Background: an optimization exercise with open tools, aiming at small area. Do not read the settings as production practice.
The RTL was checked by simulation tests, not by an equivalence proof against the original design.
In runs 3 to 5 the design's own scripts or RTL, not TritonCTS, make the clock network.
The clock input has no modelled driver; a real chip could not lean on it and would need a root buffer or a full tree.
Power figures rest on the tool's default switching activity, not on a simulated workload.

$ cat flow/standard.sh
#!/bin/bash
# synth_recipe.tcl (not shown) runs the flow's synth.tcl, then flattens the netlist and writes it again
# the make line also repeats each setting of config.mk as NAME=value (left out here)
make -C /OpenROAD-flow-scripts/flow DESIGN_CONFIG=/design/flow/config.mk WORK_HOME=/design/flow/orfs CLKGATE_MAP_FILE= SYNTH_SCRIPT=/design/flow/synth_recipe.tcl "${@:-finish}"
$ cat flow/flow/area.abc
strash
ifraig
scorr
dc2
strash
&get -n
&deepsyn -T 20 -S 2
&put
dch -f
amap
topo
$ cat flow/flow/run.sh
#!/bin/bash
# Own layout flow: the standard flow (standard.sh) with three changes.
#  1. Synthesis runs the standard flow's synthesis script (synth_recipe.tcl, so the registers
#     and their names are the standard synthesis's) with the combinational logic
#     mapped by a stronger ABC script (flow/area.abc) and without the adder
#     extraction step.
#  2. Clock tree synthesis without dummy loads.
# Each tool's output goes to a log of its own in this folder.
set -euo pipefail
W=$(pwd)
F=$W/flow

cat > $W/own_synth.tcl <<EOT
proc abc {args} {
  set i [lsearch -exact \$args -script]
  if {\$i >= 0} { set args [lreplace \$args \$i [expr {\$i + 1}] -script $F/area.abc] }
  yosys abc {*}\$args
}
source $W/synth_recipe.tcl
EOT

bash standard.sh SYNTH_SCRIPT=$W/own_synth.tcl ADDER_MAP_FILE= synth > $W/synth.log 2>&1
bash standard.sh "CTS_ARGS=-sink_clustering_enable -sink_clustering_size 30 -sink_clustering_max_diameter 300 -repair_clock_nets -dont_use_dummy_load" "BUFFER_PORTS_ARGS=-buffer_cell sky130_fd_sc_hd__buf_1" finish > $W/layout.log 2>&1
$ cat flow/constraint.sdc
create_clock -name core_clock -period 8.0 [get_ports {clk}]
set_input_delay 1.6000 -clock core_clock [delete_from_list [all_inputs] [get_ports {clk}]]
set_output_delay 1.6000 -clock core_clock [all_outputs]
set_load 0.01 [all_outputs]
$ cat flow/config.mk
export PLATFORM = sky130hd
export DESIGN_NAME = TOP_PWM_RAINBOW
export DESIGN_NICKNAME = TOP_PWM_RAINBOW
export VERILOG_FILES = /design/flow/design.v
export SDC_FILE = /design/flow/constraint.sdc
export NUM_CORES = 4
export LEC_CHECK = 0
export ABC_AREA = 1
export CAP_MARGIN = 20
export CORE_AREA = 3 3 67 67
export DIE_AREA = 0 0 70 70
export SLEW_MARGIN = 20
$ cat flow/design.v
`timescale 1ns / 1ps
module PWM_ENHANCED #(parameter R = 10)
(
input wire clk,
input wire rst,
input wire[31:0] dvsr,
input wire[R:0] duty,
output wire pwm_out
);
reg[31:0] q_reg;
reg[R-1:0] d_reg;
reg pwm_reg;
wire tick = (q_reg == 0);
always@(posedge clk or posedge rst)
begin
    if(rst)
    begin
        q_reg <= 0;
        d_reg <= 0;
        pwm_reg <= 0;
    end
    else
    begin
        q_reg <= (q_reg == dvsr) ? 0 : (q_reg + 1'b1);
        d_reg <= tick ? (d_reg + 1) : d_reg;
        pwm_reg <= ({1'b0, d_reg} < duty);
    end
end
assign pwm_out = pwm_reg;
endmodule
`timescale 1ns / 1ps
module TOP_PWM_RAINBOW
(
input wire clk,
input wire rst,
output wire[2:0] rgb,
input wire [3:0] sw
);
reg [2:0] q;
reg [8:0] d;       
reg [2:0] seg;
reg [5:0] off;
wire q_zero = !q[2] && !q[0];
wire q_four = q[2] && !q[1];
wire step   = q_four && (d[7:0] == 8'd0) && d[8];
reg seg_end;
always @(*)
begin
    case (seg)
    3'd0:    seg_end = (off == 6'd45);
    3'd1:    seg_end = (off == 6'd44);
    3'd2:    seg_end = (off == 6'd45);
    3'd3:    seg_end = (off == 6'd62);
    3'd4:    seg_end = (off == 6'd63);
    3'd5:    seg_end = (off == 6'd49);
    default: seg_end = 1'b1;
    endcase
end
wire [5:0] off_start = (seg == 3'd2 || seg == 3'd3 || seg == 3'd4) ? 6'd19 : 6'd0;
always @(posedge clk)
begin
    if (rst)
    begin
        q   <= 3'b100;
        d   <= 9'd0;
        seg <= 3'd7;
        off <= 6'd0;
    end
    else
    begin
        q <= {q[1:0], !q[2] && !q[1]};
        if (q_zero)
            d <= d + 9'd1;
        if (step || seg == 3'd7)
        begin
            if (seg_end)
            begin
                seg <= (seg == 3'd6 || seg == 3'd7) ? 3'd0 : seg + 3'd1;
                off <= off_start;
            end
            else
                off <= off + 6'd1;
        end
    end
end
wire [6:0] sum = {1'b0, d[5:0]} + {1'b0, off};
wire lt  = (d[5:0] < off);    
wire cy  = sum[6];            
wire lo  = (d[7:6] == 2'b00);
wire hi  = (d[7:6] != 2'b11);
reg r, g, b;
always @(*)
begin
    case (seg)
    3'd0:    begin r = 1'b1;              g = lo && lt;         b = 1'b0;             end
    3'd1:    begin r = hi || !cy;         g = (d[7:0] < 8'd46); b = 1'b0;             end
    3'd2:    begin r = (d[7:0] < 8'd211); g = (d[7:0] < 8'd46); b = lo && lt;         end
    3'd3:    begin r = (d[7:0] < 8'd211); g = lo && !cy;        b = (d[7:0] < 8'd45); end
    3'd4:    begin r = hi || lt;          g = (d[7:0] == 8'd0); b = (d[7:0] < 8'd45); end
    3'd5:    begin r = 1'b1;              g = (d[7:0] == 8'd0); b = lo && !cy;        end
    3'd6:    begin r = 1'b1;              g = 1'b0;             b = 1'b0;             end
    default: begin r = 1'b0;              g = 1'b0;             b = 1'b0;             end
    endcase
end
assign rgb = {b, g, r};
endmodule
==> results of run 1 <==
## cells in the mapped netlist
| master | count | area share, % |
|---|---|---|
| sky130_fd_sc_hd__a221oi_1 | 3 | 2.4 |
| sky130_fd_sc_hd__o31ai_1 | 1 | 0.70 |
| sky130_fd_sc_hd__dfxtp_1 | 21 | 39 |
| sky130_fd_sc_hd__a21oi_1 | 7 | 3.2 |
| sky130_fd_sc_hd__o22ai_1 | 4 | 2.3 |
| sky130_fd_sc_hd__o21ai_0 | 17 | 7.9 |
| sky130_fd_sc_hd__nor2_1 | 23 | 8.0 |
| sky130_fd_sc_hd__or2_0 | 2 | 1.2 |
| sky130_fd_sc_hd__a221o_1 | 1 | 0.93 |
| sky130_fd_sc_hd__nand3_1 | 3 | 1.4 |
| sky130_fd_sc_hd__buf_4 | 3 | 2.1 |
| sky130_fd_sc_hd__o32a_1 | 2 | 1.9 |
| sky130_fd_sc_hd__clkinv_1 | 20 | 7.0 |
| sky130_fd_sc_hd__o221ai_1 | 5 | 4.1 |
| sky130_fd_sc_hd__nor3_1 | 5 | 2.3 |
| sky130_fd_sc_hd__nor4_1 | 1 | 0.58 |
| sky130_fd_sc_hd__a31oi_1 | 1 | 0.58 |
| sky130_fd_sc_hd__nand3b_1 | 1 | 0.70 |
| sky130_fd_sc_hd__nand4_1 | 1 | 0.58 |
| sky130_fd_sc_hd__a211oi_1 | 6 | 4.2 |
| sky130_fd_sc_hd__o211a_1 | 1 | 0.93 |
| sky130_fd_sc_hd__a2111oi_0 | 1 | 0.81 |
| sky130_fd_sc_hd__nand2_1 | 15 | 5.2 |
| sky130_fd_sc_hd__o32ai_1 | 1 | 0.81 |
| sky130_fd_sc_hd__nor2b_1 | 1 | 0.58 |
| sky130_fd_sc_hd__o21a_1 | 1 | 0.70 |
## critical path: stages, from the launching register on
cell,delay [ps]
sky130_fd_sc_hd__dfxtp_1,430
sky130_fd_sc_hd__clkinv_1,170
sky130_fd_sc_hd__o22ai_1,200
sky130_fd_sc_hd__o221ai_1,130
sky130_fd_sc_hd__a31oi_1,220
sky130_fd_sc_hd__o221ai_1,170
sky130_fd_sc_hd__o31ai_1,360
sky130_fd_sc_hd__o21ai_0,200
sky130_fd_sc_hd__o32ai_1,150
sky130_fd_sc_hd__buf_1,180
## power groups by stage
stage / Combinational, W / Sequential [W] / Clock [W]
after detailed placement: 0.0000365 / 0.000118 / 0
final: 0.0000363 / 0.000116 / 0.0000657
after global placement: 0.0000363 / 0.000118 / 0
after global routing: 0.0000420 / 0.000117 / 0.0000699
after CTS: 0.0000364 / 0.000116 / 0.0000665
after floorplan: 0.0000334 / 0.000116 / 0
## cell families (layout without fill, tap and decap cells)
group | count (synthesis) | in the layout | share of synthesized area (%)
compound gates | 51 | 51 | 31.44
buf+inv | 23 | 27 | 9.048
flops | 21 | 21 | 38.98
simple gates | 52 | 52 | 20.53
## worst min path at each step
stage | start | end | depth (start not counted) | slack, ps
floorplan | q[2] | q[0] | 1 | 410
global placement | q[2] | q[0] | 1 | 440
detailed placement | q[2] | q[0] | 1 | 450
CTS | q[2] | q[0] | 1 | 460
global route | q[0] | q[1] | 1 | 480
finish | q[2] | q[0] | 1 | 450
## routing by layer
layer	part of all wire, %	global-route usage, %	vias to the layer above
li1	-	-	546
met1	55	13.62	479
met2	41	14.80	13
met3	3.1	3.597	4
met4	0.92	1.702	0
met5	0	0	-
## per-stage QoR
stage | std cells | power, W | cell area [um^2]
6_report | 199 | 0.0002177 | 1172
4_1_cts | 199 | 0.0002184 | 1172
2_1_floorplan | 147 | 0.0001494 | 1079
3_3_place_gp | 196 | 0.0001544 | 1131
5_1_grt | 199 | 0.0002285 | 1172
3_5_place_dp | 196 | 0.0001542 | 1131
## area by class of cell
cell class	count	area (um^2)	area share, %
multi-input combinational	103	560.5	47.81
timing repair buffer	4	15.01	1.281
inverter	20	75.07	6.403
tap	48	60.06	5.123
sequential	21	420.4	35.86
clock buffer	3	41.29	3.522
==> results.txt, run 1 <==
Timing
The worst max-slew margin expressed relative to the limit is 60.34%. The final setup violation count is 0. Setup repair after global routing left no endpoint under its margin. The number of hold violations in the final report was 0. The slew at the pin closest to its max-slew limit is 580.0 ps.

The final critical-path share of the clock period is 50.75%. In the final timing run, aggregate negative setup slack is 0 ps. The final worst clock skew is 13.12 ps. The max-slew violation count is 0. The final worst slack is 3940 ps.

Based on the critical path, the design can be clocked at up to 0.2463 GHz. The worst hold slack is 452.6 ps. The shortest clock period the worst path allows after layout is 4060 ps.

Worst setup path
The worst-path maximum fanout is 6. The number of cell instances on the worst register-to-register path is 11. The nature of the critical path startpoint is a flip-flop. STA puts the critical path data required time at 6400 ps. In this run the critical register-to-register path is captured at off[0].

The type of destination of the critical path is an output pin. The register-to-register path setup slack is 4900 ps. For the worst setup path, the data arrival time is 2460 ps. The endpoint of the most critical setup path is rgb[1]. The critical path starts at off[1].

The worst register-to-register path begins at d[4]. The critical path is of the reg -> out type.

Power and ir drop
The analysis attributes to net switching a power of 0.00006222 W. In this run the power density over the cells is 185.7 nW/um^2. Of the total power, the share spent switching nets is 28.58%. In this run, the clock network consumes 30.1% of the power. VDD sags by at most 0.0001228 V. The total leakage power is 0.3599 nW. The cell internal power dissipation is 0.0001555 W. The power share of the sequential group is 53.2%. Of the total power, combinational logic draws 16.7%.

Detailed routing
Dividing the detail-routed via count by the number of cells gives 5.236. The first routing iteration left 44 violations. Detailed routing inserted a total of 1,042 vias. The detail route stage leaves a number of antenna-violating nets equal to 0.

In the final routed layout, each cell accounts on average for 12.07 um. After detailed routing, the number of remaining DRC violations is 0. The final wirelength is 2.402 mm. The number of detailed-route iterations in the first pass is 4.

Logic synthesis
The post-synthesis instance total is 147. The synthesized design contains 21 register bits. The post-synthesis average cell area is 7.337 um^2. Synthesis produced a netlist with a net count of 153. The total number of yosys warnings is 1. For this run, the register share of the synthesized area comes to 38.98%. The synthesized area is 1079 um^2.

In this run, distinct cell masters in the synthesized netlist total 26.

Clocking
The number of sinks handled by clock tree synthesis is 21. Clock latency on the worst-skew pair, taken at its later pin, is 260 ps. In this run the deepest clock path goes through 2 buffers. After clock tree synthesis, the clock-pin slew on the worst setup and hold paths is 80 ps. CTS built an H-tree with a depth of 1. Once the clock tree was built, the resizer swapped 0 gates to a different size. TritonCTS built the clock tree. In this run, post-CTS hold repair placed 0 buffers. Once the clock tree was built, the setup fixing pass inserted 0 buffers. The root cell of the clock tree is sky130_fd_sc_hd__clkbuf_8.

Buffers inserted during clock tree synthesis total 3.

Final layout
The synthesis-to-layout area growth is 8.700%. The library cell used most frequently in the layout, excluding fill and tap cells, is sky130_fd_sc_hd__nor2_1. The layout has 430 filler cells. The total inserted antenna cells is 0.

The register with the most flip-flops in the layout has 9 of them. The fraction of layout cells with a size suffix above 1 is 1.987%. In the layout the commonest cells are sky130_fd_sc_hd__nor2_1 (23), sky130_fd_sc_hd__dfxtp_1 (21), sky130_fd_sc_hd__clkinv_1 (20), sky130_fd_sc_hd__o21ai_0 (17), sky130_fd_sc_hd__nand2_1 (15).

At the end of the flow, the number of nets in the layout was 159. The fraction of the core area covered by cells at the end of the flow is 30.86%.

Global route
Entering global routing, the biggest net connects 13 pins. The initial antenna violation count is 0. The total congestion overflow after global routing is 0.

The number of global-route vias before repair is 918. The overall routing resource usage is 9.848%. The first global-routing pass estimated 4.057 mm of wire.

Floorplan
The core area is 3799 um^2. The initialized floorplan defines 22 standard-cell rows. Measured along the x axis, the die boundary spans 70 um. For this configuration, the core starts out at a cell density of 28.39%. The vertical extent of the die is 70 um.

The die covers 4900 um^2. The total I/O pin count is 9.

Status
The flow ran to the end and the layout has no timing, DRC or antenna violations.

Place
Routability-driven placement finished with a final weighted congestion of 0.8104. The number of buffers inserted by port buffering is 4. The worst slack at placement is 4276 ps. The wire-length estimate of the detail-placed layout is 1.880 mm.

Run
The number of max-capacitance violations reported is 0.

Min path
The tightest min-delay check is of the reg -> reg type.
==> run 2: changes to the inputs <==
==> flow/flow/run.sh (replaced) <==
#!/bin/bash
# Own layout flow: the standard flow (standard.sh) with these changes.
#  1. Synthesis runs the standard flow's synthesis script (synth_recipe.tcl, so the registers
#     and their names are the standard synthesis's) with the combinational logic
#     mapped by a stronger ABC script (flow/area.abc) and without the adder
#     extraction step.
#  2. Instead of a clock tree, one clock buffer drives all registers
#     (flow/cts.tcl).
#  3. The ports are buffered with the smallest buffer.
# Each tool's output goes to a log of its own in this folder.
set -euo pipefail
W=$(pwd)
F=$W/flow

cat > $W/own_synth.tcl <<EOT
proc abc {args} {
  set i [lsearch -exact \$args -script]
  if {\$i >= 0} { set args [lreplace \$args \$i [expr {\$i + 1}] -script $F/area.abc] }
  yosys abc {*}\$args
}
source $W/synth_recipe.tcl
EOT

bash standard.sh SYNTH_SCRIPT=$W/own_synth.tcl ADDER_MAP_FILE= synth > $W/synth.log 2>&1
bash standard.sh "PRE_CTS_TCL=$F/cts.tcl" "ONE_CLOCK_BUFFER=sky130_fd_sc_hd__clkbuf_8" "BUFFER_PORTS_ARGS=-buffer_cell sky130_fd_sc_hd__buf_1" finish > $W/layout.log 2>&1
==> flow/flow/area.abc (replaced) <==
strash
ifraig
scorr
dc2
strash
&get -n
&deepsyn -I 1 -J 300 -S 2
&put
dch -f
amap
topo
==> flow/flow/cts.tcl (new file) <==
# Sourced by ORFS's cts.tcl before clock tree synthesis (PRE_CTS_TCL). The
# design has few registers, so instead of TritonCTS's tree one clock buffer,
# placed at the centre of the registers, drives all of them; the clock port
# then feeds only that buffer.
proc clock_tree_synthesis {args} {
  set block [ord::get_db_block]
  set dbu [$block getDbUnitsPerMicron]
  set net [$block findNet clk]
  set xs 0
  set ys 0
  set n 0
  foreach it [$net getITerms] {
    set bb [[$it getInst] getBBox]
    incr xs [expr {([$bb xMin] + [$bb xMax]) / 2}]
    incr ys [expr {([$bb yMin] + [$bb yMax]) / 2}]
    incr n
  }
  set x [expr {double($xs) / $n / $dbu}]
  set y [expr {double($ys) / $n / $dbu}]
  puts "one clock buffer for $n clock pins at ($x, $y)"
  insert_buffer -buffer_cell $::env(ONE_CLOCK_BUFFER) -net clk -location [list $x $y] \
    -buffer_name clkbuf_0_clk -net_name clknet_0_clk
  [$block findNet clknet_0_clk] setSigType CLOCK
  set_propagated_clock [all_clocks]
}
==> results.txt, run 2 <==
Logic synthesis
The synthesized area was 1084 um^2 (was 1079 um^2). The portion of the post-synthesis area used by sequential elements came to 38.80% (was 38.98%). The number of flops mapped to enable cells by yosys is 0 (unchanged). Main area contributors after synthesis: sky130_fd_sc_hd__dfxtp_1 (39%), sky130_fd_sc_hd__nor2_1 (10%), sky130_fd_sc_hd__o21ai_0 (6.9%) (was sky130_fd_sc_hd__dfxtp_1 (39%), sky130_fd_sc_hd__nor2_1 (8.0%), sky130_fd_sc_hd__o21ai_0 (7.9%)). The dominant cell type by area after synthesis is sky130_fd_sc_hd__dfxtp_1 (unchanged).

The post-synthesis instance total was 150 (was 147). The count of different cell masters after synthesis is 28 (was 26). The register bit count reported by yosys is 21 (unchanged). The predominant post-synthesis flop cell is sky130_fd_sc_hd__dfxtp_1 (unchanged). The leading cell type by number of instances after synthesis is sky130_fd_sc_hd__nor2_1 (unchanged).

The share of synthesized flip-flops with an asynchronous set or reset is 0% (unchanged). The net count of the mapped netlist is 156 (was 153). The portion of synthesized cell area occupied by the leading cell type is 38.80% (was 38.98%).

The post-synthesis average cell area is 7.224 um^2 (was 7.337 um^2). The total number of yosys warnings came to 1 (unchanged). Most frequent cells after synthesis: sky130_fd_sc_hd__nor2_1 (30), sky130_fd_sc_hd__dfxtp_1 (21), sky130_fd_sc_hd__clkinv_1 (19) (was sky130_fd_sc_hd__nor2_1 (23), sky130_fd_sc_hd__dfxtp_1 (21), sky130_fd_sc_hd__clkinv_1 (20)).

Floorplan
The vertical extent of the die is 70 um (unchanged). The total I/O pin count is 9 (unchanged). The number of placement rows is 22 (unchanged). The starting utilization of the core area is 28.52% (was 28.39%). The die extent in x is 70 um (unchanged).

Place
The routability-driven placement congestion ratio is 0.8197 (was 0.8104). The number of buffers inserted by port buffering is 4 (unchanged). The HPWL after detailed placement is 1.827 mm (was 1.880 mm).

Status
Progress stopped at 4_1_cts. The tool reported: "Error: cts.tcl, 36 invalid command name ”NULL”". Result of the run: did not finish (was no timing/DRC/antenna violations).
[run 2: kinds of logic after synthesis]
group,after synthesis,synth area share [%]
and+or+nand+nor,56,22.17
AOI/OAI and AO/OA,51,30.37
buffers and inverters,22,8.661
DFF,21,38.80
[run 2: worst min-delay path by stage]
stage / endpoint / slack [ps] / from / cells after the start
3_5_place_dp: q[0] / 450 / q[2] / 1
3_3_place_gp: q[0] / 450 / q[2] / 1
2_1_floorplan: q[0] / 410 / q[2] / 1
[run 2: through the flow]
| step | power (W) | util (%) | area, um^2 | worst slack, ps | std cells |
|---|---|---|---|---|---|
| 2_1_floorplan | 0.0001752 | - | 1084 | 4728 | 150 |
| 3_5_place_dp | 0.0001814 | 29.91 | 1136 | 4498 | 199 |
| 3_3_place_gp | 0.0001815 | 29.91 | 1136 | 4474 | 199 |
[run 2: power by group through the flow]
stage,sequential (W),combinational [W],clock (W)
after floorplan,0.000118,0.0000568,0
after global placement,0.000121,0.0000608,0
after detailed placement,0.000121,0.0000604,0
==> run 3: changes to the inputs <==
--- a/flow/flow/run.sh
+++ b/flow/flow/run.sh
@@ -4,7 +4,7 @@
 #     and their names are the standard synthesis's) with the combinational logic
 #     mapped by a stronger ABC script (flow/area.abc) and without the adder
 #     extraction step.
-#  2. Instead of a clock tree, one clock buffer drives all registers
+#  2. Instead of a clock tree, a few clock buffers drive all registers
 #     (flow/cts.tcl).
 #  3. The ports are buffered with the smallest buffer.
 # Each tool's output goes to a log of its own in this folder.
@@ -22,4 +22,4 @@
 EOT
 
 bash standard.sh SYNTH_SCRIPT=$W/own_synth.tcl ADDER_MAP_FILE= synth > $W/synth.log 2>&1
-bash standard.sh "PRE_CTS_TCL=$F/cts.tcl" "ONE_CLOCK_BUFFER=sky130_fd_sc_hd__clkbuf_8" "BUFFER_PORTS_ARGS=-buffer_cell sky130_fd_sc_hd__buf_1" finish > $W/layout.log 2>&1
+bash standard.sh "PRE_CTS_TCL=$F/cts.tcl" "CLOCK_BUFFER=sky130_fd_sc_hd__clkbuf_4" "CLOCK_BUFFERS=3" "BUFFER_PORTS_ARGS=-buffer_cell sky130_fd_sc_hd__buf_1" finish > $W/layout.log 2>&1
==> flow/flow/cts.tcl (replaced) <==
# Sourced by ORFS's cts.tcl before clock tree synthesis (PRE_CTS_TCL). The
# design has few registers, so instead of TritonCTS's tree, CLOCK_BUFFERS
# buffers of type CLOCK_BUFFER, each at the centre of its share of the
# registers (split along the longer side of their spread), drive them all; the
# clock port feeds only these buffers.
proc clock_tree_synthesis {args} {
  set block [ord::get_db_block]
  set master [[ord::get_db] findMaster $::env(CLOCK_BUFFER)]
  set nbuf $::env(CLOCK_BUFFERS)
  set clk [$block findNet clk]
  set sinks {}
  foreach it [$clk getITerms] {
    set bb [[$it getInst] getBBox]
    lappend sinks [list [expr {([$bb xMin] + [$bb xMax]) / 2}] [expr {([$bb yMin] + [$bb yMax]) / 2}] $it]
  }
  set xs [lsort -integer [lmap s $sinks {lindex $s 0}]]
  set ys [lsort -integer [lmap s $sinks {lindex $s 1}]]
  set axis [expr {([lindex $xs end] - [lindex $xs 0]) >= ([lindex $ys end] - [lindex $ys 0]) ? 0 : 1}]
  set sinks [lsort -integer -index $axis $sinks]
  set n [llength $sinks]
  for {set k 0} {$k < $nbuf} {incr k} {
    set part [lrange $sinks [expr {$k * $n / $nbuf}] [expr {($k + 1) * $n / $nbuf - 1}]]
    set inst [odb::dbInst_create $block $master clkbuf_${k}_clk]
    set net [odb::dbNet_create $block clknet_${k}_clk]
    $net setSigType CLOCK
    set sx 0
    set sy 0
    foreach s $part {
      incr sx [lindex $s 0]
      incr sy [lindex $s 1]
      set it [lindex $s 2]
      $it disconnect
      $it connect $net
    }
    [$inst findITerm A] connect $clk
    [$inst findITerm X] connect $net
    $inst setLocation [expr {$sx / [llength $part]}] [expr {$sy / [llength $part]}]
    $inst setPlacementStatus PLACED
    puts "clock buffer $k: [llength $part] registers"
  }
  global_connect
  set_propagated_clock [all_clocks]
}
--- a/flow/config.mk
+++ b/flow/config.mk
@@ -9,4 +9,5 @@
 export CAP_MARGIN = 20
 export CORE_AREA = 3 3 67 67
 export DIE_AREA = 0 0 70 70
+export PLACE_DENSITY = 0.8
 export SLEW_MARGIN = 20
==> results.txt, run 3 <==
Status
Result of the run: no timing/DRC/antenna violations (was did not finish).

Floorplan
The core area is 3799 um^2. The starting utilization of the core area was 28.52% (unchanged). The total I/O pin count is 9 (unchanged). The floorplan die area is 4900 um^2. The die extent in x is 70 um (unchanged). The vertical extent of the die came to 70 um (unchanged). The number of placement rows is 22 (unchanged).

Final layout
The flip-flop count of the largest register after layout is 9. Compared with the post-synthesis result, the final layout area differs by 6.928%. In the final layout, the share of cells above drive strength 1 is 1.948%.

The library cells used most frequently in the layout, excluding fill and tap cells, are sky130_fd_sc_hd__nor2_1 (30), sky130_fd_sc_hd__dfxtp_1 (21), sky130_fd_sc_hd__clkinv_1 (19), sky130_fd_sc_hd__o21ai_0 (15), sky130_fd_sc_hd__nand2_1 (11). 0 antenna diodes ended up in the layout. The post-layout instance count excluding filler cells is 202.

For this run, the post-layout net count is 162. The commonest non-fill, non-tap cell in the layout is sky130_fd_sc_hd__nor2_1.

Timing
The highest clock frequency the design can meet is 0.2688 GHz. Measured against its own limit, the worst slew margin works out to 66.90%. For the pin with the worst max-slew slack, the measured transition is 484.0 ps. The max-slew violation count is 0. The final critical-path share of the clock period is 46.50%. Setup repair after global routing left no endpoint under its margin. In the final timing run, aggregate negative setup slack is 0 ps.

The number of hold violations in the final report is 0. The shortest clock period the worst path allows after layout is 3720 ps. The final worst clock skew is 7.928 ps. The final setup violation count is 0.

Global route
The number of global-route vias before repair is 801. Across every metal layer, demand over resource in global routing totals 8.371%. The first global-routing pass estimated 3.622 mm of wire. The total congestion overflow after global routing is 0. Entering global routing, the biggest net connects 11 pins. The initial antenna violation count is 0.

Logic synthesis
The count of different cell masters after synthesis came to 28 (unchanged). The synthesized area came to 1084 um^2 (unchanged). The post-synthesis instance total is 150 (unchanged). The portion of the post-synthesis area used by sequential elements was 38.80% (unchanged). Main area contributors after synthesis: sky130_fd_sc_hd__dfxtp_1 (39%), sky130_fd_sc_hd__nor2_1 (10%), sky130_fd_sc_hd__o21ai_0 (6.9%) (unchanged). The total number of yosys warnings is 1 (unchanged).

The register bit count reported by yosys is 21 (unchanged). Most frequent cells after synthesis: sky130_fd_sc_hd__nor2_1 (30), sky130_fd_sc_hd__dfxtp_1 (21), sky130_fd_sc_hd__clkinv_1 (19) (unchanged). The number of flops mapped to enable cells by yosys is 0 (unchanged).

The post-synthesis average cell area is 7.224 um^2 (unchanged). The predominant post-synthesis flop cell is sky130_fd_sc_hd__dfxtp_1 (unchanged). The share of synthesized flip-flops with an asynchronous set or reset came to 0% (unchanged). The dominant cell type by area after synthesis is sky130_fd_sc_hd__dfxtp_1 (unchanged). The leading cell type by number of instances after synthesis is sky130_fd_sc_hd__nor2_1 (unchanged). The net count of the mapped netlist came to 156 (unchanged). The portion of synthesized cell area occupied by the leading cell type is 38.80% (unchanged).

Worst setup path
On the worst path, the slowest cell contributes a delay of 390 ps. The cell seen most often among critical-path stages is sky130_fd_sc_hd__o221ai_1. The worst-path maximum fanout is 5. Data on the critical path arrives at its endpoint at 2120 ps. For this design, the slowest cell found on the critical path is sky130_fd_sc_hd__dfxtp_1. The nature of the critical path startpoint is a flip-flop. The critical path is of the reg -> out type. STA classifies the critical path endpoint as an output pin. The required time of the critical path is 6400 ps. The signal on the critical path passes through clkinv_1, o22ai_1, o221ai_1, o221ai_1, o221ai_1, a31oi_1, nand2_1, nand2_1, o21ai_0, o21ai_0, buf_1.

Detailed routing
Wires add up to 2.207 mm. The via total after detailed routing is 1,023. The via-per-instance ratio is 5.064. The detailed router's first-iteration violation count is 78. In the routed design, unresolved DRC markers number 0. The count of nets left with antenna violations once routing finished came out at 0. The number of detailed-route iterations in the first pass is 4. The average wire per cell in the routed design is 10.93 um.

Power and ir drop
Summed over all cells, the static leakage comes to 0.3497 nW. The power density relative to cell area is 192.9 nW/um^2. The worst-case IR drop observed on VDD is 0.00004587 V.

Place
The number of buffers inserted by port buffering is 4 (unchanged). The routability-driven placement congestion ratio is 0.9326 (was 0.8197). The number of cells after detailed placement is 199 (unchanged).

The HPWL after detailed placement is 1.733 mm (was 1.827 mm).

Clocking
After clock tree synthesis, the clock-pin slew on the worst setup and hold paths is 80 ps. Post-CTS repair changed the size of 0 cells. The hold-fix buffer count after cts is 0.

The number of buffers inserted by post-CTS setup repair is 0. The clock latency on the worst-skew pair is 150 ps.

Run
The number of max-capacitance violations reported is 0.

Min path
The worst min-delay path category is reg -> reg.
[run 3: cell counts after synthesis]
Identical to the previous run, type by type.
[run 3: layout make-up]
type,instances,area (um^2)
Buffer,3,22.52
Fill cell,409,2640
Inverter,19,71.32
Multi-Input combinational cell,107,569.3
Sequential cell,21,420.4
Tap cell,48,60.06
Timing Repair Buffer,4,15.01
[run 3: where the power goes]
| part | internal [W] | switching [W] | leakage [nW] | total [W] |
|---|---|---|---|---|
| registers | 0.000111 | 0.00000805 | 0.171 | 0.000119 |
| clock network | 0.0000179 | 0.0000271 | 0.0138 | 0.0000450 |
| logic | 0.0000210 | 0.0000388 | 0.165 | 0.0000597 |
| total | 0.000150 | 0.0000739 | 0.350 | 0.000223 |
[run 3: stage by stage]
step / power (W) / instance area (um^2) / hold slack, ps / util (%) / setup slack (ps)
floorplan: 0.0001752 / 1084 / 414.1 / - / 4728
global placement: 0.0001796 / 1136 / 443.8 / 29.91 / 4519
detailed placement: 0.0001802 / 1136 / 451.9 / 29.91 / 4465
CTS: 0.0002246 / 1159 / 465.0 / 30.50 / 4290
global route: 0.0002386 / 1159 / 474.8 / 30.50 / 3934
finish: 0.0002235 / 1159 / 464.0 / 30.50 / 4280
[run 3: worst paths after layout]
path | startpoint | endpoint | slack (ps) | cells past startpoint
worst max-delay path | off[1] | rgb[1] | 4280 | 11
worst min-delay path | q[0] | q[1] | 460 | 1
worst max register to register | d[4] | off[0] | 5330 | 13
worst min register to register | q[0] | q[1] | 460 | 1
[run 3: cells by family after synthesis]
| logic type | after synthesis | synth area share [%] |
|---|---|---|
| buf+inv | 22 | 8.661 |
| compound gates | 51 | 30.37 |
| simple gates | 56 | 22.17 |
| flops | 21 | 38.80 |
[run 3: layer usage]
| metal | track usage [%] | share of wire (%) | vias up |
|---|---|---|---|
| li1 | - | - | 557 |
| met1 | 13.40 | 54 | 442 |
| met2 | 12.17 | 40 | 22 |
| met3 | 0.8633 | 5.3 | 2 |
| met4 | 1.064 | 1.0 | 0 |
| met5 | 0 | 0 | - |
[run 3: critical path: cells and delay by family (launching register included)]
| kind | cells | cell delay (ps) |
|---|---|---|
| compound gates | 7 | 1090 |
| buf+inv | 2 | 320 |
| flops | 1 | 390 |
| simple gates | 2 | 170 |
==> run 4: changes to the inputs <==
--- a/flow/flow/run.sh
+++ b/flow/flow/run.sh
@@ -22,4 +22,4 @@
 EOT
 
 bash standard.sh SYNTH_SCRIPT=$W/own_synth.tcl ADDER_MAP_FILE= synth > $W/synth.log 2>&1
-bash standard.sh "PRE_CTS_TCL=$F/cts.tcl" "CLOCK_BUFFER=sky130_fd_sc_hd__clkbuf_4" "CLOCK_BUFFERS=3" "BUFFER_PORTS_ARGS=-buffer_cell sky130_fd_sc_hd__buf_1" finish > $W/layout.log 2>&1
+bash standard.sh "PRE_CTS_TCL=$F/cts.tcl" "CLOCK_BUFFER=sky130_fd_sc_hd__clkbuf_4" "CLOCK_BUFFERS=2" "BUFFER_PORTS_ARGS=-buffer_cell sky130_fd_sc_hd__buf_1" finish > $W/layout.log 2>&1
==> results.txt, run 4 <==
Clocking
The number of instances resized during post-cts repair is 0 (unchanged). The clock-pin slew on the worst setup and hold paths is 110 ps (was 80 ps). The clock latency on the worst-skew pair is 170 ps (was 150 ps). The hold-fix buffer count after cts is 0 (unchanged). The number of buffers inserted by post-CTS setup repair is 0 (unchanged).

Min path
The worst min-delay path category is reg -> reg (unchanged). The startpoint of the most critical hold path is q[0] (unchanged). The cell depth of the worst hold path came to 1 (unchanged). The endpoint of the worst hold path is q[1] (unchanged).

Status
Result of the run: no timing/DRC/antenna violations (unchanged).

Logic synthesis
The portion of the post-synthesis area used by sequential elements is 38.80% (unchanged). The predominant post-synthesis flop cell is sky130_fd_sc_hd__dfxtp_1 (unchanged). The register bit count reported by yosys came to 21 (unchanged). The count of different cell masters after synthesis was 28 (unchanged). Main area contributors after synthesis: sky130_fd_sc_hd__dfxtp_1 (39%), sky130_fd_sc_hd__nor2_1 (10%), sky130_fd_sc_hd__o21ai_0 (6.9%) (unchanged). The dominant cell type by area after synthesis is sky130_fd_sc_hd__dfxtp_1 (unchanged). The post-synthesis average cell area is 7.224 um^2 (unchanged). The number of flops mapped to enable cells by yosys is 0 (unchanged). The leading cell type by number of instances after synthesis is sky130_fd_sc_hd__nor2_1 (unchanged). The portion of synthesized cell area occupied by the leading cell type is 38.80% (unchanged). Most frequent cells after synthesis: sky130_fd_sc_hd__nor2_1 (30), sky130_fd_sc_hd__dfxtp_1 (21), sky130_fd_sc_hd__clkinv_1 (19) (unchanged).

The synthesized area is 1084 um^2 (unchanged). The post-synthesis instance total is 150 (unchanged). The net count of the mapped netlist came to 156 (unchanged). The total number of yosys warnings is 1 (unchanged).

The share of synthesized flip-flops with an asynchronous set or reset came to 0% (unchanged).

Final layout
The total inserted antenna cells is 0 (unchanged). The flip-flop count of the largest register after layout was 9 (unchanged). Top library cells by usage in the layout, fill and taps aside: sky130_fd_sc_hd__nor2_1 (30), sky130_fd_sc_hd__dfxtp_1 (21), sky130_fd_sc_hd__clkinv_1 (19), sky130_fd_sc_hd__o21ai_0 (15), sky130_fd_sc_hd__nand2_1 (11) (unchanged).

The final-stage net count is 161 (was 162). The fraction of layout cells with a size suffix above 1 is 1.307% (was 1.948%). The synthesis-to-layout area growth was 6.235% (was 6.928%). The commonest non-fill, non-tap cell in the layout is sky130_fd_sc_hd__nor2_1 (unchanged). The fraction of the core area covered by cells at the end of the flow came to 30.30% (was 30.50%).

Floorplan
The core area is 3799 um^2 (unchanged). The total I/O pin count came to 9 (unchanged). The number of placement rows came to 22 (unchanged).

The starting utilization of the core area came to 28.52% (unchanged). The vertical extent of the die is 70 um (unchanged). The floorplan die area came to 4900 um^2 (unchanged). The die extent in x is 70 um (unchanged).

Timing
The final setup violation count is 0 (unchanged). RSZ-0062 raised after global routing: false (unchanged). The summed negative setup slack over all endpoints is 0 ps (unchanged).

The final worst slack is 4251 ps (was 4280 ps). The shortest clock period the worst path allows after layout is 3749 ps (was 3720 ps). The max-slew violation count was 0 (unchanged). The worst max-slew margin expressed relative to the limit was 67.33% (was 66.90%). The slew at the pin closest to its max-slew limit is 477.7 ps (was 484.0 ps). The final critical-path share of the clock period was 46.87% (was 46.50%).

The final worst clock skew is 1.186 ps (was 7.928 ps). The highest clock frequency the design can meet is 0.2667 GHz (was 0.2688 GHz). The number of hold violations in the final report was 0 (unchanged).

Worst setup path
The endpoint of the worst register-to-register path is off[0] (unchanged). The worst-path maximum fanout is 5 (unchanged). The nature of the critical path startpoint is a flip-flop (unchanged). The critical path's slowest cell is sky130_fd_sc_hd__dfxtp_1 (unchanged). The worst stage delay on the critical path was 390 ps (about the same).

The kind of cell adding the most delay to the critical path is compound AO/OA/AOI/OAI gates (unchanged). The reg-to-reg startpoint is d[4] (unchanged). The number of cell instances on the worst register-to-register path was 13 (unchanged).

The type of destination of the critical path is an output pin (unchanged). The register-to-register path setup slack is 5300 ps (was 5330 ps). Cells along the critical path: clkinv_1, o22ai_1, o221ai_1, o221ai_1, o221ai_1, a31oi_1, nand2_1, nand2_1, o21ai_0, o21ai_0, buf_1 (unchanged). The cell seen most often among critical-path stages is sky130_fd_sc_hd__o221ai_1 (unchanged). The number of buffers and inverters on the critical path is 2 (unchanged). The type of the worst setup path is reg -> out (unchanged). The required time of the critical path is 6400 ps (about the same). The arrival time at the worst endpoint was 2150 ps (was 2120 ps).

Global route
The maximum number of pins on one net before global-route repair is 12 (was 11). The overall routing resource usage is 8.222% (was 8.371%). The initial antenna violation count is 0 (unchanged). The number of global-route vias before repair is 786 (was 801).

The total congestion overflow after global routing is 0 (unchanged). The global-route wire length before repair was 3.560 mm (was 3.622 mm).

Place
The HPWL after detailed placement came to 1.733 mm (unchanged). The number of buffers inserted by port buffering is 4 (unchanged). The worst slack at placement is 4465 ps (unchanged). The routability-driven placement congestion ratio is 0.9326 (unchanged).

Run
The number of max-capacitance violations reported is 0 (unchanged).

Detailed routing
The via total after detailed routing came to 1,017 (was 1,023). The number of remaining DRC errors came to 0 (unchanged). The final wirelength is 2.189 mm (was 2.207 mm).

The number of detailed-route iterations in the first pass was 4 (unchanged). The remaining antenna violation count came to 0 (unchanged). The detailed router's first-iteration violation count is 99 (was 78). The average wire per cell in the routed design was 10.89 um (was 10.93 um). The via-per-instance ratio came to 5.060 (was 5.064).

Power and ir drop
The total leakage power was 0.3451 nW (was 0.3497 nW). The worst ir drop on vdd is 0.00005723 V (was 0.00004587 V). The power density relative to cell area is 189.1 nW/um^2 (was 192.9 nW/um^2).
[run 4: cell counts after synthesis]
No cell type changed its count.
[run 4: final cells by class]
cell class                 instances  area (um^2)
inverter                          19        71.32
buffer                             2        15.01
fill                             408         2648
timing repair buffer               4        15.01
tap                               48        60.06
multi-input combinational        107        569.3
sequential                        21        420.4
[run 4: report_power, final]
part	switching (W)	total (W)	internal (W)
Sequential	0.00000780	0.000119	0.000111
Combinational	0.0000390	0.0000599	0.0000210
Clock	0.0000272	0.0000392	0.0000120
[run 4: stage by stage]
stage / power, W / instance area [um^2] / cells / hold WS, ps
floorplan: 0.0001752 / 1084 / 150 / 414.1
global placement: 0.0001796 / 1136 / 199 / 443.8
detailed placement: 0.0001802 / 1136 / 199 / 451.9
CTS: 0.0002181 / 1151 / 201 / 470.4
global route: 0.0002308 / 1151 / 201 / 480.2
finish: 0.0002177 / 1151 / 201 / 470.0
[run 4: kinds of logic (layout without fill, tap and decap cells)]
family          after synthesis  count (layout)  synth area share [%]
compound gates               51              51                 30.37
buf+inv                      22              25                 8.661
flops                        21              21                 38.80
simple gates                 56              56                 22.17
[run 4: routing by layer]
layer	track usage, %	vias up	wire length (um)
met5	0	-	0
met4	0.8511	0	19
met3	0.8633	2	97
met2	12.07	13	887
met1	13.14	451	1186
li1	-	551	-
[run 4: worst max-delay path by stage]
stage	startpoint	endpoint	slack, ps	cells after the start
floorplan	d[2]	rgb[1]	4730	11
global route	off[1]	rgb[1]	3900	11
global placement	off[1]	rgb[1]	4520	11
CTS	off[1]	rgb[1]	4260	11
detailed placement	off[1]	rgb[1]	4460	11
finish	off[1]	rgb[1]	4250	11
==> run 5: changes to the inputs <==
==> flow/design.v (replaced) <==
`timescale 1ns / 1ps
module PWM_ENHANCED #(parameter R = 10)
(
input wire clk,
input wire rst,
input wire[31:0] dvsr,
input wire[R:0] duty,
output wire pwm_out
);
reg[31:0] q_reg;
reg[R-1:0] d_reg;
reg pwm_reg;
wire tick = (q_reg == 0);
always@(posedge clk or posedge rst)
begin
    if(rst)
    begin
        q_reg <= 0;
        d_reg <= 0;
        pwm_reg <= 0;
    end
    else
    begin
        q_reg <= (q_reg == dvsr) ? 0 : (q_reg + 1'b1);
        d_reg <= tick ? (d_reg + 1) : d_reg;
        pwm_reg <= ({1'b0, d_reg} < duty);
    end
end
assign pwm_out = pwm_reg;
endmodule
`timescale 1ns / 1ps
module TOP_PWM_RAINBOW
(
input wire clk,
input wire rst,
output wire[2:0] rgb,
input wire [3:0] sw
);
localparam [2:0] G_UP = 3'd0, R_DN = 3'd5, B_UP = 3'd2, G_DN = 3'd4, R_UP = 3'd1, B_DN = 3'd6, WHITE = 3'd3, RST = 3'd7;
reg [2:0] q;
reg [8:0] d;       
reg [2:0] seg;
reg [5:0] off;
wire q_zero = !q[2] && !q[0];
wire q_four = q[2] && !q[1];
wire step   = q_four && (d[7:0] == 8'd0) && d[8];
wire adv    = step || (seg == RST);
reg       seg_end;
reg [2:0] seg_next;
reg [5:0] off_start;
always @(*)
begin
    case (seg)
    G_UP:    begin seg_end = ((off & 6'd45) == 6'd45); seg_next = R_DN; off_start = 6'd0; end
    R_DN:    begin seg_end = ((off & 6'd44) == 6'd44); seg_next = B_UP; off_start = 6'd0; end
    B_UP:    begin seg_end = ((off & 6'd45) == 6'd45); seg_next = G_DN; off_start = 6'd19; end
    G_DN:    begin seg_end = ((off & 6'd62) == 6'd62); seg_next = R_UP; off_start = 6'd19; end
    R_UP:    begin seg_end = ((off & 6'd63) == 6'd63); seg_next = B_DN; off_start = 6'd19; end
    B_DN:    begin seg_end = ((off & 6'd49) == 6'd49); seg_next = WHITE; off_start = 6'd0; end
    default: begin seg_end = 1'b1; seg_next = G_UP; off_start = 6'd0; end
    endcase
end
always @(posedge clk)
begin
    if (rst)
    begin
        q   <= 3'b100;
        d   <= 9'd0;
        seg <= RST;
        off <= 6'd0;
    end
    else
    begin
        q <= {q[1:0], !q[2] && !q[1]};
        if (q_zero)
            d <= d + 9'd1;
        if (adv)
        begin
            if (seg_end)
            begin
                seg <= seg_next;
                off <= off_start;
            end
            else
                off <= off + 6'd1;
        end
    end
end
wire [6:0] sum = {1'b0, d[5:0]} + {1'b0, off};
wire lt  = (d[5:0] < off);    
wire cy  = sum[6];            
wire lo  = (d[7:6] == 2'b00);
wire hi  = (d[7:6] != 2'b11);
wire       dn   = seg[2];
wire [1:0] ch   = seg[1:0];
wire       ramp = dn ? !cy : lt;
wire r = (ch == 2'd1) ? (hi || ramp) :
         (ch == 2'd3) ? !dn :
         ((ch == 2'd0) ^ dn) ? 1'b1 : (d[7:0] < 8'd211);
wire g = (ch == 2'd0) ? (lo && ramp) :
         (ch == 2'd3) ? 1'b0 :
         ((ch == 2'd1) ^ dn) ? (d[7:0] == 8'd0) : (d[7:0] < 8'd46);
wire b = (ch == 2'd2) ? (lo && ramp) :
         (ch == 2'd3) ? 1'b0 :
         ((ch == 2'd0) ^ dn) ? 1'b0 : (d[7:0] < 8'd45);
assign rgb = {b, g, r};
endmodule
==> flow/flow/area.abc (replaced) <==
strash
ifraig
scorr
dc2
strash
&get -n
&deepsyn -I 1 -J 300 -S 26
&put
dch -f
amap
topo
==> results.txt, run 5 <==
Status
Result of the run: no timing/DRC/antenna violations (unchanged).

Worst setup path
The kind of cell adding the most delay to the critical path is compound AO/OA/AOI/OAI gates (unchanged). The nature of the critical path startpoint was a flip-flop (unchanged). The type of the worst setup path is reg -> out (unchanged). Cells along the critical path: clkinv_1, o211ai_1, o221ai_1, o21ai_0, o21ai_0, a222oi_1, a31oi_1, o22ai_1, a32oi_1, buf_1 (was clkinv_1, o22ai_1, o221ai_1, o221ai_1, o221ai_1, a31oi_1, nand2_1, nand2_1, o21ai_0, o21ai_0, buf_1). The worst-path maximum fanout is 5 (unchanged).

The worst stage delay on the critical path is 400 ps (was 390 ps). The arrival time at the worst endpoint came to 2030 ps (was 2150 ps). The number of buffers and inverters on the critical path is 2 (unchanged). The required time of the critical path is 6400 ps (about the same). The cell seen most often among critical-path stages was sky130_fd_sc_hd__o21ai_0 (was sky130_fd_sc_hd__o221ai_1). The critical path's slowest cell is sky130_fd_sc_hd__dfxtp_1 (unchanged). The type of destination of the critical path is an output pin (unchanged).

Power and ir drop
The share of total power consumed by net switching is 39.88% (was 33.97%). The power density relative to cell area is 252.2 nW/um^2 (was 189.1 nW/um^2). The worst ir drop on vdd is 0.00005398 V (was 0.00005723 V). The reported net switching power was 0.0001139 W (was 0.00007394 W).

The logic gate share of total power is 37.6% (was 27.5%). The cell internal power dissipation is 0.0001717 W (was 0.0001438 W). The fraction of power consumed by the clock network was 13.7% (was 18.0%). The total leakage power came to 0.3477 nW (was 0.3451 nW).

The power after layout is 0.0002856 W (was 0.0002177 W). The power share of the sequential group came to 48.7% (was 54.5%).

Timing
The slew at the pin closest to its max-slew limit came to 701.8 ps (was 477.7 ps). The worst max-slew margin expressed relative to the limit was 52.60% (was 67.33%). The final worst slack was 4367 ps (was 4251 ps).

The shortest clock period the worst path allows after layout is 3633 ps (was 3749 ps). The number of hold violations in the final report is 0 (unchanged). RSZ-0062 raised after global routing: false (unchanged). The summed negative setup slack over all endpoints is 0 ps (unchanged). The highest clock frequency the design can meet was 0.2752 GHz (was 0.2667 GHz). The final critical-path share of the clock period was 45.42% (was 46.87%).

The final setup violation count is 0 (unchanged). The worst hold slack is 475.2 ps (was 470.0 ps). The max-slew violation count is 0 (unchanged). The final worst clock skew is 2.646 ps (was 1.186 ps).

Detailed routing
The remaining antenna violation count was 0 (unchanged). The number of detailed-route iterations in the first pass is 4 (unchanged). The via-per-instance ratio is 5.272 (was 5.060).

The detailed router's first-iteration violation count is 118 (was 99). The number of remaining DRC errors came to 0 (unchanged). The final wirelength was 2.250 mm (was 2.189 mm). The via total after detailed routing came to 1,028 (was 1,017).

The average wire per cell in the routed design is 11.54 um (was 10.89 um).

Logic synthesis
The net count of the mapped netlist came to 150 (was 156). The portion of the post-synthesis area used by sequential elements is 39.48% (was 38.80%). The post-synthesis instance total is 144 (was 150). Main area contributors after synthesis: sky130_fd_sc_hd__dfxtp_1 (39%), sky130_fd_sc_hd__nor2_1 (8.1%), sky130_fd_sc_hd__clkinv_1 (7.1%) (was sky130_fd_sc_hd__dfxtp_1 (39%), sky130_fd_sc_hd__nor2_1 (10%), sky130_fd_sc_hd__o21ai_0 (6.9%)). The leading cell type by number of instances after synthesis is sky130_fd_sc_hd__nor2_1 (unchanged). The dominant cell type by area after synthesis is sky130_fd_sc_hd__dfxtp_1 (unchanged). The share of synthesized flip-flops with an asynchronous set or reset is 0% (unchanged). The synthesized area is 1065 um^2 (was 1084 um^2).

Most frequent cells after synthesis: sky130_fd_sc_hd__nor2_1 (23), sky130_fd_sc_hd__dfxtp_1 (21), sky130_fd_sc_hd__clkinv_1 (20) (was sky130_fd_sc_hd__nor2_1 (30), sky130_fd_sc_hd__dfxtp_1 (21), sky130_fd_sc_hd__clkinv_1 (19)). The register bit count reported by yosys is 21 (unchanged). The portion of synthesized cell area occupied by the leading cell type was 39.48% (was 38.80%). The total number of yosys warnings is 1 (unchanged).

The post-synthesis average cell area is 7.394 um^2 (was 7.224 um^2). The number of flops mapped to enable cells by yosys is 0 (unchanged). The predominant post-synthesis flop cell is sky130_fd_sc_hd__dfxtp_1 (unchanged). The count of different cell masters after synthesis was 29 (was 28).

Clocking
The clock latency on the worst-skew pair came to 170 ps (about the same). The number of instances resized during post-cts repair was 0 (unchanged). The hold-fix buffer count after cts is 0 (unchanged). The number of buffers inserted by post-CTS setup repair was 0 (unchanged). The clock-pin slew on the worst setup and hold paths came to 110 ps (about the same).

Floorplan
The die extent in x was 70 um (unchanged). The total I/O pin count is 9 (unchanged). The number of placement rows is 22 (unchanged). The starting utilization of the core area came to 28.03% (was 28.52%). The vertical extent of the die was 70 um (unchanged). The core area was 3799 um^2 (unchanged). The floorplan die area was 4900 um^2 (unchanged).

Final layout
The total inserted antenna cells is 0 (unchanged). The fraction of layout cells with a size suffix above 1 is 1.361% (was 1.307%). Top library cells by usage in the layout, fill and taps aside: sky130_fd_sc_hd__nor2_1 (23), sky130_fd_sc_hd__dfxtp_1 (21), sky130_fd_sc_hd__clkinv_1 (20), sky130_fd_sc_hd__nand2_1 (14), sky130_fd_sc_hd__o21ai_0 (14) (was sky130_fd_sc_hd__nor2_1 (30), sky130_fd_sc_hd__dfxtp_1 (21), sky130_fd_sc_hd__clkinv_1 (19), sky130_fd_sc_hd__o21ai_0 (15), sky130_fd_sc_hd__nand2_1 (11)). The post-layout instance count excluding filler cells is 195 (was 201).

The final-stage net count was 155 (was 161). The commonest non-fill, non-tap cell in the layout is sky130_fd_sc_hd__nor2_1 (unchanged). The flip-flop count of the largest register after layout is 9 (unchanged).

The synthesis-to-layout area growth is 6.346% (was 6.235%).

Global route
The number of global-route vias before repair is 865 (was 786). The maximum number of pins on one net before global-route repair is 13 (was 12). The overall routing resource usage is 8.842% (was 8.222%). The global-route wire length before repair is 3.850 mm (was 3.560 mm). The initial antenna violation count is 0 (unchanged). The total congestion overflow after global routing came to 0 (unchanged).

Place
The routability-driven placement congestion ratio was 0.8664 (was 0.9326). The number of cells after detailed placement is 193 (was 199). The number of buffers inserted by port buffering is 4 (unchanged). The HPWL after detailed placement came to 1.743 mm (was 1.733 mm).

The worst slack at placement is 4599 ps (was 4465 ps).

Min path
The worst min-delay path category is reg -> reg (unchanged).

Run
The number of max-capacitance violations reported was 0 (unchanged).
==> run 5: kinds of logic after synthesis <==
family	after synthesis	share of synthesized area, %
AOI/OAI and AO/OA	51	32.20
buffers and inverters	23	9.165
DFF	21	39.48
and+or+nand+nor	49	19.16
==> run 5: worst register-to-register path, stage by stage (launching register included) <==
cell and delay (ps):
sky130_fd_sc_hd__dfxtp_1 380, sky130_fd_sc_hd__clkinv_1 110, sky130_fd_sc_hd__nand2_1 70, sky130_fd_sc_hd__nor2_1 110, sky130_fd_sc_hd__nand4_1 140, sky130_fd_sc_hd__o41ai_1 670
sky130_fd_sc_hd__o21ai_0 330, sky130_fd_sc_hd__nor2_1 210, sky130_fd_sc_hd__o21ai_0 170, sky130_fd_sc_hd__o21ai_0 180, sky130_fd_sc_hd__nor2_1 90, sky130_fd_sc_hd__a21oi_1 110
==> run 5: worst paths after layout <==
check / from / cells after the start / slack (ps) / end
max: off[2] / 10 / 4370 / rgb[0]
max reg2reg: d[4] / 11 / 5380 / off[1]
min reg2reg: q[2] / 1 / 480 / q[0]
min: q[2] / 1 / 480 / q[0]
==> run 5: layout make-up <==
cell class	count	area (um^2)
Buffer	2	15.01
Tap cell	48	60.06
Sequential cell	21	420.4
Multi-Input combinational cell	100	546.8
Fill cell	417	2666
Timing Repair Buffer	4	15.01
Inverter	20	75.07
==> run 5: through the flow <==
| step | utilization (%) | instance area, um^2 |
|---|---|---|
| floorplan | - | 1065 |
| global placement | 29.41 | 1117 |
| detailed placement | 29.41 | 1117 |
| CTS | 29.81 | 1132 |
| global route | 29.81 | 1132 |
| finish | 29.81 | 1132 |
==> run 5: power groups by stage <==
stage | Clock, W | Sequential [W] | Combinational, W
after floorplan | 0 | 0.000136 | 0.0000955
after global placement | 0 | 0.000141 | 0.000104
after detailed placement | 0 | 0.000141 | 0.000107
after CTS | 0.0000402 | 0.000139 | 0.000107
after global routing | 0.0000439 | 0.000142 | 0.000123
final | 0.0000390 | 0.000139 | 0.000108
==> run 5: metal layers <==
layer | vias up | track usage (%) | share of wire (%)
met4 | 0 | 1.277 | 1.4
li1 | 523 | - | -
met5 | - | 0 | 0
met1 | 464 | 12.95 | 48
met3 | 4 | 0.8633 | 7.2
met2 | 37 | 14.27 | 43

==> port drivers added, routing unchanged <==
In the flow no input, the clock included, has a driving cell. The finished layouts below were timed again as built, in two steps. Step 1 (the two cells are an assumption about what drives the block):
set clk [get_ports {clk}]
set_driving_cell -lib_cell sky130_fd_sc_hd__clkbuf_16 $clk
set_driving_cell -lib_cell sky130_fd_sc_hd__buf_2 [delete_from_list [all_inputs] $clk]
Step 2 moves the port delays by t, midway between the first and last clock arrival at a register: inputs arrive t later, outputs are due t later. That takes back most of the time a late clock gives input paths. Slacks: ideal / step 1 / step 2; pairs: ideal / step 1.
| run | shift t [ns] | slack for setup (ns) | hold WS [ns] | clock arrival spread, ns | slew at the worst register clock pin (ns) |
|---|---|---|---|---|---|
| run 1 | 0.278 | 3.940 / 3.916 / 4.195 | 0.453 / 0.453 / 0.453 | 0.013 / 0.013 | 0.08 / 0.08 |
| run 3 | 0.178 | 4.280 / 4.246 / 4.424 | 0.464 / 0.464 / 0.464 | 0.008 / 0.008 | 0.08 / 0.08 |
| run 4 | 0.197 | 4.251 / 4.222 / 4.419 | 0.470 / 0.470 / 0.470 | 0.001 / 0.001 | 0.11 / 0.11 |
| run 5 | 0.199 | 4.367 / 4.336 / 4.535 | 0.475 / 0.475 / 0.475 | 0.003 / 0.003 | 0.11 / 0.11 |
After both steps every run listed still meets setup and hold.
